Source: an optimization exercise on an open RTL-to-GDS flow (aim: small area and a short achievable clock period). Production flows keep margins and buffers that such runs may drop. Only simulation tests tie the RTL to the original design; equivalence was not proved.

Design datapath, start of the top module:
module datapath(input   logic              clk, reset, kSelect, nEnable, dEnable,
                input   logic       [1:0]  ndSelect,
                input   logic       [15:0] N, D, IA,
                output  logic       [15:0] result);
Settings: LEC_CHECK=0, CAP_MARGIN=20, CORE_MARGIN=2, CORE_UTILIZATION=40, SLEW_MARGIN=20; clock period 22.0 ns.
standard.sh (not shown) runs the stock make flow with config.mk's settings and CLKGATE_MAP_FILE= SYNTH_SCRIPT=/design/flow/synth_recipe.tcl, a recipe that flattens the netlist after the stock synthesis.
==> flow/flow/run.sh <==
#!/bin/bash
# The standard layout, with Yosys's quick ABC pass inside `synth` turned off
# (-noabc) so that extract_fa sees the full adders as written in the RTL.
set -euo pipefail
bash standard.sh SYNTH_ARGS=-noabc finish > standard_flow.log 2>&1
Next try:
==> flow/run.sh (new file) <==
#!/bin/bash
# synth_recipe.tcl (not shown) runs the flow's synth.tcl, then flattens the netlist and writes it again
# the make line also repeats each setting of config.mk as NAME=value (left out here)
make -C /OpenROAD-flow-scripts/flow DESIGN_CONFIG=/design/flow/config.mk WORK_HOME=/design/flow/orfs CLKGATE_MAP_FILE= SYNTH_SCRIPT=/design/flow/synth_recipe.tcl finish
removed: flow/flow/run.sh
removed: flow/standard.sh
The changed run completed without violations.
Critical path depth grows by 2.
Cell area rose by 9.1%.
Sequential share of layout area shrinks by 0.61 points.
Global-route usage came out higher by 0.33 points.
Flip-flop and latch count does not change.
Setup slack got worse by 0.22 ns.
Register-to-register slack loses 0.57 ns.
Non-clock buffer count shrinks by 11.
Cell count is higher by 20%.
Worst hold slack hardly moves.
Core utilization shrinks by 0.32 points.
Next try:
==> flow/flow/run.sh (new file) <==
#!/bin/bash
# The standard layout (the standard.sh) with these changes:
#  - Yosys's quick ABC pass inside `synth` is off (-noabc), so extract_fa
#    sees the full adders as written in the RTL (no inverters between them);
#  - ports are buffered with buf_1 instead of the resizer's default pick;
#  - repair_timing aims for 11.4 ns of setup slack, so that it sizes the
#    critical paths instead of stopping at the (easy) 22 ns clock; it only
#    resizes and swaps pins (no new buffers, no cloning);
#  - a denser core (70 %) and clkbuf_4 clock buffers.
# Each tool's full log stays in orfs/logs/; make's output is in standard_flow.log.
set -euo pipefail
bash standard.sh SYNTH_ARGS=-noabc \
  "BUFFER_PORTS_ARGS=-buffer_cell sky130_fd_sc_hd__buf_1" \
  SETUP_SLACK_MARGIN=11.4 SETUP_MOVE_SEQUENCE=unbuffer,sizeup,swap \
  finish > standard_flow.log 2>&1
==> flow/standard.sh (new file) <==
#!/bin/bash
# synth_recipe.tcl (not shown) runs the flow's synth.tcl, then flattens the netlist and writes it again
# the make line also repeats each setting of config.mk as NAME=value (left out here)
make -C /OpenROAD-flow-scripts/flow DESIGN_CONFIG=/design/flow/config.mk WORK_HOME=/design/flow/orfs CLKGATE_MAP_FILE= SYNTH_SCRIPT=/design/flow/synth_recipe.tcl "${@:-finish}"
Settings changed: CORE_UTILIZATION 40 to 70, CTS_BUF_LIST set to sky130_fd_sc_hd__clkbuf_4.
removed: flow/run.sh
Result:
- The changed run finished with timing, DRC and antenna clean
- non-clock buffer count rose by 12
- worst hold slack gets better by 0.018 ns
- wire length fell by 10%
- via count fell by 2.4%
- flip-flop and latch count does not change
- core utilization rose by 33 points
- clock-buffer cell count stays the same
Next try:
==> flow/flow/run.sh (replaced) <==
#!/bin/bash
# The standard layout with three changes:
#  - Yosys's quick ABC pass inside `synth` is off (-noabc), so extract_fa
#    sees the full adders as written in the RTL (no inverters between them);
#  - ports are buffered with buf_1 instead of the resizer's default pick;
#  - repair_timing aims for 10.8 ns of setup slack, so that it sizes the
#    critical paths instead of stopping at the (easy) 22 ns clock.
set -euo pipefail
bash standard.sh SYNTH_ARGS=-noabc \
  "BUFFER_PORTS_ARGS=-buffer_cell sky130_fd_sc_hd__buf_1" \
  SETUP_SLACK_MARGIN=10.8 finish > standard_flow.log 2>&1
Settings changed: CORE_UTILIZATION 70 to 40, CTS_BUF_LIST sky130_fd_sc_hd__clkbuf_4 to unset.
What happened:
- The new run ran to the end with no violations
- final area drops by 1.8%
- setup slack degrades by 0.49 ns
- via count went down by 4.6%
- non-clock buffer count came out higher by 5
- clock-buffer cell count falls by 1
- core utilization is lower by 34 points
- area after synthesis stays the same

## what the ideal ports hide
The results above use ideal ports. As a check the final layouts listed here were re-extracted and re-timed, cells and wires unchanged.
Step 1 sets driving cells, clkbuf_16 on the clock port and buf_2 on the other inputs (assumed; they add their load-dependent delay and slew).
Step 2 adds t to the input delays and takes it off the output delays; t is the mean of the earliest and latest rising clock arrival at the registers after step 1. Input paths then give back, and output paths get back, about the clock's delay inside the block.
Three values: ideal, step 1, step 2; two values: the first two.
run | t (ns) | setup slack, ns | latest minus earliest clock arrival (ns) | worst register clock-pin slew, ns
the first run | 0.312 | 10.269 / 10.282 / 9.969 | 0.004 / 0.003 | 0.06 / 0.06
the second run | 0.319 | 10.046 / 10.056 / 9.737 | 0.005 / 0.004 | 0.06 / 0.06
the third run | 0.394 | 11.535 / 11.515 / 11.122 | 0.009 / 0.009 | 0.12 / 0.12
the fourth run | 0.320 | 11.045 / 11.058 / 10.739 | 0.005 / 0.005 | 0.06 / 0.06
After both steps setup and hold are still met in every run listed. The setup slack of the third run, which loses most, moves by -0.020 ns with the drivers and by -0.413 ns with both steps.
